Source: an optimization exercise on an open RTL-to-GDS flow (aim: small area and a short achievable clock period). Production flows keep margins and buffers that such runs may drop. Where RTL was checked, it was by simulation tests only, not by an equivalence proof against the original.

==> flow/design.v (excerpt) <==
module folding_2(Xn,Yn,a,b,clk,switch,rst);
input [15:0] Xn,a,b;
input clk,switch,rst;
output reg [15:0] Yn;
reg ph;                   
reg phn;                  
reg rq;                   
reg [7:0] bone, btwo, bneg;    
reg [15:0] yo;            
reg [15:0] h2, h3, h4;    
reg [15:0] as_, ac;       
reg [15:0] xr;            
wire sh = phn | rq;       
genvar gk, gi;
wire [255:0] bpn;         
wire [7:0] negn = ~bneg;
wire [15:0] cn = rst ? 16'd0 : (switch ? b : a);    
wire [16:0] ce = {cn, 1'b0};
wire [7:0] eone, etwo, eneg;
generate for (gk = 0; gk < 8; gk = gk + 1) begin : g_bo
  assign eone[gk] = ce[2*gk+1] ^ ce[2*gk];
  assign etwo[gk] = (ce[2*gk+2] & ~ce[2*gk+1] & ~ce[2*gk]) | (~ce[2*gk+2] & ce[2*gk+1] & ce[2*gk]);
  assign eneg[gk] = ce[2*gk+2];
  bpp0 q0 (yo[0], bone[gk], bneg[gk], bpn[gk*16]);
  for (gi = 1; gi < 16 - 2*gk; gi = gi + 1) begin : g_bpi
    bpp q (yo[gi], yo[gi-1], bone[gk], btwo[gk], bneg[gk], bpn[gk*16 + gi]);
  end
end endgenerate
wire [15:0] asg = ~(as_ & {16{ph}});    
wire [15:0] acg = ~(ac & {16{ph}});
wire [15:0] tsn, tcn, ysum;
wire s1, k2;
  ...
Size in the first run: ~670 cells after synthesis, ~160 flip-flops, roughly 67 I/O pins, roughly 8800 um^2 of cells after synthesis.
Settings: LEC_CHECK=0, ABC_CLOCK_PERIOD_IN_PS=3000, CAP_MARGIN=20, CORE_MARGIN=2, CORE_UTILIZATION=40, CTS_BUF_LIST=sky130_fd_sc_hd__clkbuf_4 sky130_fd_sc_hd__clkbuf_8, SETUP_SLACK_MARGIN=5, SLEW_MARGIN=20, SYNTH_HIERARCHICAL=1, SYNTH_MINIMUM_KEEP_SIZE=0; clock period 8.0 ns.
standard.sh (not shown) runs the stock make flow with config.mk's settings and CLKGATE_MAP_FILE= SYNTH_SCRIPT=/design/flow/synth_recipe.tcl, a recipe that flattens the netlist after the stock synthesis.
==> flow/flow/run.sh <==
#!/bin/bash
# Own flow: the standard ORFS flow (standard.sh) with two changes:
#  - ports are buffered with sky130_fd_sc_hd__buf_1 (the resizer upsizes them where timing needs it)
#  - CTS uses clkbuf_4/clkbuf_8 and inserts no dummy loads
# Every tool's output goes to standard.log in the work folder (ORFS also keeps its own logs in orfs/logs).
set -euo pipefail
export BUFFER_PORTS_ARGS="-buffer_cell sky130_fd_sc_hd__buf_1"
export CTS_ARGS="-sink_clustering_enable -repair_clock_nets -dont_use_dummy_load -buf_list {sky130_fd_sc_hd__clkbuf_4 sky130_fd_sc_hd__clkbuf_8}"
bash standard.sh > standard.log 2>&1
The baseline passed the timing, DRC and antenna checks.
Then changed:
--- a/flow/design.v
+++ b/flow/design.v
@@ -88,24 +88,33 @@
 wire s113, k114;
 wire s115, k116;
 wire s117, k118;
 wire s119, k120;
 wire s121, k122;
 wire s123, k124;
 wire s125, k126;
 wire s127, k128;
-wire s129;
-wire s130;
-wire s131;
-wire s132;
-wire s133;
-wire s134;
-wire s135;
-wire s136;
+wire x129;
+wire x130;
+wire x131;
+wire x132;
+wire x133;
+wire x134;
+wire x135;
+wire x136;
+wire x137;
+wire x138;
+wire x139;
+wire x140;
+wire x141;
+wire x142;
+wire x143;
+wire x144;
+wire x145;
 fa u0 (negn[0], asg[0], acg[0], s1, k2);
 fa u1 (asg[1], acg[1], bpn[1], s3, k4);
 fa u2 (negn[1], asg[2], acg[2], s5, k6);
 fa u3 (bpn[2], bpn[16], s5, s7, k8);
 fa u4 (asg[3], acg[3], bpn[3], s9, k10);
 fa u5 (bpn[17], k6, s9, s11, k12);
 fa u6 (negn[2], asg[4], acg[4], s13, k14);
 fa u7 (bpn[4], bpn[18], bpn[32], s15, k16);
@@ -160,26 +169,35 @@
 fa u56 (negn[7], asg[14], acg[14], s113, k114);
 fa u57 (bpn[14], bpn[28], bpn[42], s115, k116);
 fa u58 (bpn[56], bpn[70], bpn[84], s117, k118);
 fa u59 (bpn[98], bpn[112], s113, s119, k120);
 fa u60 (k100, k102, k104, s121, k122);
 fa u61 (s115, s117, s119, s123, k124);
 fa u62 (k106, k108, s121, s125, k126);
 fa u63 (s123, k110, s125, s127, k128);
-fa u64 (asg[15], acg[15], bpn[15], s129, );
-fa u65 (bpn[29], bpn[43], bpn[57], s130, );
-fa u66 (bpn[71], bpn[85], bpn[99], s131, );
-fa u67 (bpn[113], k114, k116, s132, );
-fa u68 (k118, s129, s130, s133, );
-fa u69 (s131, k120, k122, s134, );
-fa u70 (s132, s133, k124, s135, );
-fa u71 (k126, s134, s135, s136, );
-assign tsn = {k128, k112, k98, k84, k72, k60, k50, k40, k32, k24, k18, k12, k8, k4, k2, bpn[0]};
-assign tcn = {s136, s127, s111, s97, s83, s71, s59, s49, s39, s31, s23, s17, s11, s7, s3, s1};
+xnr z0 (asg[15], acg[15], x129);
+xnr z1 (x129, bpn[15], x130);
+xnr z2 (bpn[29], bpn[43], x131);
+xnr z3 (bpn[57], bpn[71], x132);
+xnr z4 (bpn[85], bpn[99], x133);
+xnr z5 (bpn[113], k114, x134);
+xnr z6 (x130, x131, x135);
+xnr z7 (x132, x133, x136);
+xnr z8 (x134, k116, x137);
+xnr z9 (k118, x135, x138);
+xnr z10 (x136, x137, x139);
+xnr z11 (k120, x138, x140);
+xnr z12 (k122, x139, x141);
+xnr z13 (x140, x141, x142);
+xnr z14 (k124, x142, x143);
+xnr z15 (k126, x143, x144);
+xnr z16 (x144, k128, x145);
+assign tsn = {x145, k112, k98, k84, k72, k60, k50, k40, k32, k24, k18, k12, k8, k4, k2, bpn[0]};
+assign tcn = {1'b1, s127, s111, s97, s83, s71, s59, s49, s39, s31, s23, s17, s11, s7, s3, s1};
 cpa u_cpa (as_, ac, xr, ysum);
 always @(posedge clk) begin
   ph <= ~switch;
   phn <= switch;
   rq <= rst;
   bone <= eone;
   btwo <= etwo;
   bneg <= eneg;
@@ -196,16 +214,21 @@
 end
 endmodule
 module fa (a, b, c, s, co);
 input a, b, c;
 output s, co;
 assign s = a ^ b ^ c;
 assign co = (a & b) | (a & c) | (b & c);
 endmodule
+module xnr (an, bn, sn);
+input an, bn;
+output sn;
+assign sn = ~(an ^ bn);
+endmodule
 module bpp (y1, y0, one, two, neg, pn);
 input y1, y0, one, two, neg;
 output pn;
 assign pn = ~(((y1 & one) | (y0 & two)) ^ neg);
 endmodule
 module bpp0 (y1, one, neg, pn);
 input y1, one, neg;
 output pn;
Outcome: Flip-flop and latch count goes down by 1. Cell count goes down by 0.66%. Area after synthesis goes down by 0.36%. Die area goes down by about 0.35%. Routed wire length goes up by about 2%. Cell area goes down by about 2%.
The RTL of the first run of this note was laid out without a check of its function.

[re-timing with driven ports]
No port has a modelled driver above. Below, the same layouts with a new extraction and two added sets of constraints. Step 1: set_driving_cell puts a clkbuf_16 on clk and a buf_2 on each other input, an assumption about the parent block. Step 2 times the ports against the registers' clock, not the clock port: input delays grow and output delays shrink by t, the midpoint of the rising clock arrivals with the driver on. Three values: ideal ports, drivers, drivers and shift; two values: the first two.
run	t (ns)	setup slack, ns	latest minus earliest clock arrival (ns)
the first run	0.481	5.033 / 5.033 / 4.891	0.037 / 0.036
the second run	0.481	5.026 / 5.026 / 4.865	0.027 / 0.027
After both steps every run listed still meets setup and hold. The setup slack of the second run, which loses most, moves by 0.000 ns with the drivers and by -0.161 ns with both steps.
